From an optimization exercise on the open Yosys and OpenROAD flow, aimed at small area; shortcuts taken in it are not production practice.
Only simulation tests tie the RTL to the original design; equivalence was not proved.
Power and IR drop assume default switching activity.

== the reference run ==
// cpu_top
module cpu_top (DIN, Resetn, Clock, Run, Done, BusWires, debug_reg0, debug_reg1,
debug_reg2, debug_reg3, debug_reg4, debug_reg5, debug_reg6, debug_reg7);
Settings: LEC_CHECK=0, CAP_MARGIN=0, CORE_MARGIN=2, CORE_UTILIZATION=40, SLEW_MARGIN=0, SYNTH_HIERARCHICAL=1, SYNTH_MINIMUM_KEEP_SIZE=0; clock period 12.0 ns.
standard.sh (not shown) runs the stock make flow with config.mk's settings and CLKGATE_MAP_FILE= SYNTH_SCRIPT=/design/flow/synth_recipe.tcl, a recipe that flattens the netlist after the stock synthesis.
==> flow/flow/run.sh <==
#!/bin/bash
# Standard ORFS layout (the standard.sh, unchanged synthesis), with two
# layout choices: ports are buffered with buf_1 instead of the default
# buffer, and CTS inserts no dummy loads.
set -euo pipefail
bash standard.sh \
  "BUFFER_PORTS_ARGS=-buffer_cell sky130_fd_sc_hd__buf_1" \
  "CTS_ARGS=-repair_clock_nets -dont_use_dummy_load" \
  finish > standard_make.log 2>&1
### the reference run -> the trial run
- CAP_MARGIN: 0 -> 20
- SLEW_MARGIN: 0 -> 20
Results
Both conditions hold for the trial run: the flow ran to the end and the final layout passed the timing, DRC and antenna checks.
Taking the reference run as the reference, in the trial run per-cell via count in the routed design level, count of standard-cell rows about even.
As far as critical path depth goes, the reference run and the trial run are indistinguishable; the numbers are identical.
The reference run and the trial run ended up with nearly the same non-clock buffer count.
The trial run -> the reference run: global-route met2 utilization delta 0, exact match
The reference run -> the trial run: sequential share of cell area delta 0, exact match
Compared the reference run against the trial run; final clock period utilization by the worst path within noise.

========
cpu_top again, from the RTL that the note above started with.
Settings: LEC_CHECK=0, CAP_MARGIN=20, CORE_MARGIN=2, CORE_UTILIZATION=40, SLEW_MARGIN=20, SYNTH_HIERARCHICAL=1, SYNTH_MINIMUM_KEEP_SIZE=0; clock period 12.0 ns.
==> flow/flow/run.sh <==
#!/bin/bash
# Standard ORFS layout (the standard.sh, unchanged synthesis), with two
# layout choices: ports are buffered with buf_1 instead of the default
# buffer, and CTS inserts no dummy loads.
set -euo pipefail
bash standard.sh \
  "BUFFER_PORTS_ARGS=-buffer_cell sky130_fd_sc_hd__buf_1" \
  "CTS_ARGS=-sink_clustering_enable -repair_clock_nets -dont_use_dummy_load -buf_list sky130_fd_sc_hd__clkbuf_16 -sink_clustering_size 30 -sink_clustering_max_diameter 200" \
  finish > standard_make.log 2>&1
Then changed:
==> flow/flow/run.sh (replaced) <==
#!/bin/bash
# Standard ORFS layout (the standard.sh, unchanged synthesis), with two
# layout choices: ports are buffered with buf_1 instead of the default
# buffer, and CTS inserts no dummy loads.
set -euo pipefail
bash standard.sh \
  "BUFFER_PORTS_ARGS=-buffer_cell sky130_fd_sc_hd__buf_1" \
  "CTS_ARGS=-sink_clustering_enable -sink_clustering_size 30 -sink_clustering_max_diameter 1000 -sink_clustering_levels 1 -repair_clock_nets -dont_use_dummy_load -buf_list sky130_fd_sc_hd__clkbuf_8" \
  finish > standard_make.log 2>&1
- cell area is lower by a few percent
- routed wire length stays flat
- final cell count stays the same
- worst setup slack barely changes
- non-clock buffer count does not change
- critical path depth stays the same
- core utilization is lower by 1.1 points
- global-route usage stays flat
- sequential power barely changes
- via count is higher slightly
- hold slack stays flat

========
== tundra ==
Another version of the RTL of cpu_top (not shown whole).
Size in the first run: roughly 340 cells after synthesis, ~94 I/O pins, about 4100 um^2 of cells after synthesis.
export LEC_CHECK = 0
export CAP_MARGIN = 20
export CORE_MARGIN = 2
export CORE_UTILIZATION = 40
export SLEW_MARGIN = 20
export SYNTH_HIERARCHICAL = 1
export SYNTH_MINIMUM_KEEP_SIZE = 0
create_clock -name core_clock -period 12.0 [get_ports {Clock}]
==> flow/flow/run.sh <==
#!/bin/bash
# Standard ORFS layout (the standard.sh, unchanged synthesis), with two
# layout choices: ports are buffered with buf_1 instead of the default
# buffer, and CTS inserts no dummy loads.
set -euo pipefail
bash standard.sh \
  "BUFFER_PORTS_ARGS=-buffer_cell sky130_fd_sc_hd__buf_1" \
  "CTS_ARGS=-sink_clustering_enable -repair_clock_nets -dont_use_dummy_load" \
  finish > standard_make.log 2>&1
tundra: all stages complete, timing, DRC and antenna checks passed
Changes in zinc relative to tundra:
- SYNTH_MINIMUM_KEEP_SIZE removed (was 0)
- SYNTH_HIERARCHICAL removed (was 1)
==> flow/run.sh (new file) <==
#!/bin/bash
# synth_recipe.tcl (not shown) runs the flow's synth.tcl, then flattens the netlist and writes it again
# the make line also repeats each setting of config.mk as NAME=value (left out here)
make -C /OpenROAD-flow-scripts/flow DESIGN_CONFIG=/design/flow/config.mk WORK_HOME=/design/flow/orfs CLKGATE_MAP_FILE= SYNTH_SCRIPT=/design/flow/synth_recipe.tcl finish
removed: flow/flow/run.sh
removed: flow/standard.sh
==> run summary <==
On zinc: mapped cell area is 5.0% higher than what tundra gave. Against tundra, zinc comes in 683 higher on via count of the first global-routing pass. Looking at synthesized instance count across tundra and zinc, the one that comes out higher is zinc. tundra vs zinc, path type of the worst setup path: reg -> reg vs in -> reg. Area taken by flip-flops and latches of tundra is on par with zinc.

========
## v6
cpu_top, a different RTL version from the one above (not shown whole).
Size: about 340 cells after synthesis, about 100 flip-flops, ~94 I/O pins, ~3900 µm² of cells after synthesis.
==> flow/design.v (excerpt) <==
module cpu_top (DIN, Resetn, Clock, Run, Done, BusWires, debug_reg0, debug_reg1,
debug_reg2, debug_reg3, debug_reg4, debug_reg5, debug_reg6, debug_reg7);
	input wire [8:0] DIN;
	input wire Resetn, Clock, Run;
	output wire Done;
	output wire [8:0] BusWires;
	output wire [8:0] debug_reg0, debug_reg1;
	output wire [8:0] debug_reg2, debug_reg3, debug_reg4, debug_reg5, debug_reg6, debug_reg7;
	reg busy;             
	reg [3:0] t;          
	reg pa;               
	reg pb;               
	wire [8:0] ir;        
	reg cy;               
	reg [3:0] d;          
	wire ib = d[0];       
	wire io = d[1];       
	reg [8:1] T;          
	wire [2:0] op = ir[8:6];
	wire [2:0] X = ir[5:3];
	wire [2:0] Y = ir[2:0];
	wire last = t[3];
	wire fin = ~pa & ~pb;
	wire shiftc = op[2];
	wire aluc = ~op[2] & op[1];
	wire passP = shiftc & pa;
	wire passS = pb;
	wire [8:0] R0, R1, R2, R3, R4, R5, R6, R7;
	wire [7:0] selX;
	reg res;
	reg xb, yb;
	always @* begin
		case (X)
			3'd0: xb = R0[0];
			3'd1: xb = R1[0];
			3'd2: xb = R2[0];
			3'd3: xb = R3[0];
			3'd4: xb = R4[0];
			3'd5: xb = R5[0];
			3'd6: xb = R6[0];
			default: xb = R7[0];
		endcase
		case (Y)
			3'd0: yb = R0[0];
			3'd1: yb = R1[0];
			3'd2: yb = R2[0];
			3'd3: yb = R3[0];
			3'd4: yb = R4[0];
			3'd5: yb = R5[0];
			3'd6: yb = R6[0];
			default: yb = R7[0];
		endcase
	end
	assign selX = 8'b1 << X;
	wire sh = busy;
	wire hold = ~busy & Resetn;    
	regn reg_0 (Clock, sh, hold, selX[0], res, R0);
	regn reg_1 (Clock, sh, hold, selX[1], res, R1);
	regn reg_2 (Clock, sh, hold, selX[2], res, R2);
	regn reg_3 (Clock, sh, hold, selX[3], res, R3);
	regn reg_4 (Clock, sh, hold, selX[4], res, R4);
	regn reg_5 (Clock, sh, hold, selX[5], res, R5);
	regn reg_6 (Clock, sh, hold, selX[6], res, R6);
	regn reg_7 (Clock, sh, hold, selX[7], res, R7);
	wire yp = yb ^ (pa | ib);
	wire s = xb ^ yp ^ cy;
	wire co = (xb & yp) | (xb & cy) | (yp & cy);
	wire dflag = xb ^ yb ^ op[0];           
	wire bma = op[0] & xb & ~yb;            
	wire ns = dflag ? (io ^ (op[0] & xb)) : xb;
  ...
==> flow/config.mk <==
export PLATFORM = sky130hd
export DESIGN_NAME = cpu_top
export DESIGN_NICKNAME = cpu_top
export VERILOG_FILES = /design/flow/design.v
export SDC_FILE = /design/flow/constraint.sdc
export NUM_CORES = 4
export LEC_CHECK = 0
export CAP_MARGIN = 20
export CORE_MARGIN = 2
export CORE_UTILIZATION = 40
export SLEW_MARGIN = 20
export SYNTH_HIERARCHICAL = 1
export SYNTH_MINIMUM_KEEP_SIZE = 0
==> flow/constraint.sdc <==
create_clock -name core_clock -period 12.0 [get_ports {Clock}]
set_input_delay 2.4000 -clock core_clock [delete_from_list [all_inputs] [get_ports {Clock}]]
set_output_delay 2.4000 -clock core_clock [all_outputs]
set_load 0.01 [all_outputs]
==> flow/flow/run.sh <==
#!/bin/bash
# Standard ORFS layout (the standard.sh, unchanged synthesis), with two
# layout choices: ports are buffered with buf_1 instead of the default
# buffer, and CTS inserts no dummy loads.
set -euo pipefail
bash standard.sh \
  "BUFFER_PORTS_ARGS=-buffer_cell sky130_fd_sc_hd__buf_1" \
  "CTS_ARGS=-sink_clustering_enable -repair_clock_nets -dont_use_dummy_load -buf_list sky130_fd_sc_hd__clkbuf_8 -sink_clustering_size 20" \
  finish > standard_make.log 2>&1
v6: no failed stages, no open violations at the end
Relative to v6, the following input files were edited for v7:
==> flow/flow/run.sh <==
#!/bin/bash
# Standard ORFS layout (the standard.sh, unchanged synthesis), with two
# layout choices: ports are buffered with buf_1 instead of the default
# buffer, and CTS inserts no dummy loads.
set -euo pipefail
bash standard.sh \
  "BUFFER_PORTS_ARGS=-buffer_cell sky130_fd_sc_hd__buf_1" \
  "CTS_ARGS=-sink_clustering_enable -repair_clock_nets -dont_use_dummy_load" \
  finish > standard_make.log 2>&1
[summary]
v7 completed; timing, DRC and antenna clean
v6 and v7 ended up with roughly the same actual transition at the worst max-transition pin.
v7 and v6 ended up with roughly the same routed metal-1 wirelength.
Diff v6..v7 | summed area of non-filler cells in the final layout | unchanged

[afterwards: timing with drivers on the ports]
No port has a modelled driver above. Below, the same layouts with a new extraction and two added sets of constraints. Step 1: set_driving_cell puts a clkbuf_16 on Clock and a buf_2 on each other input, an assumption about the parent block. Step 2 times the ports against the registers' clock, not the clock port: input delays grow and output delays shrink by t, the midpoint of the rising clock arrivals with the driver on. a / b / c = no drivers / after step 1 / after step 2; a / b = the first two.
| run | shift t [ns] | setup slack, ns | hold slack, ns | worst setup path after step 2 | worst slew at a driven data input, ns |
|---|---|---|---|---|---|
| the reference run | 0.385 | 5.608 / 5.580 / 5.580 | 0.371 / 0.371 / 0.371 | input to output | 0.03 |
| the trial run | 0.385 | 5.608 / 5.580 / 5.580 | 0.371 / 0.371 / 0.371 | input to output | 0.03 |
| the first run of note 2 | 0.368 | 5.609 / 5.581 / 5.581 | 0.368 / 0.368 / 0.368 | input to output | 0.03 |
| the second run of note 2 | 0.385 | 5.608 / 5.580 / 5.580 | 0.371 / 0.371 / 0.371 | input to output | 0.03 |
| tundra | 0.386 | 7.429 / 7.429 / 7.429 | 0.361 / 0.361 / 0.361 | register to register | 0.03 |
| zinc | 0.393 | 8.028 / 8.035 / 7.642 | 0.376 / 0.376 / 0.376 | input to register | 0.05 |
| v6 | 0.370 | 5.400 / 5.358 / 5.358 | 0.354 / 0.354 / 0.354 | input to output | 0.05 |
| v7 | 0.370 | 5.400 / 5.358 / 5.358 | 0.354 / 0.354 / 0.354 | input to output | 0.05 |
After both steps setup and hold are still met in every run listed. For zinc, which loses most, drivers alone change the setup slack by +0.007 ns; drivers and shift together by -0.386 ns.
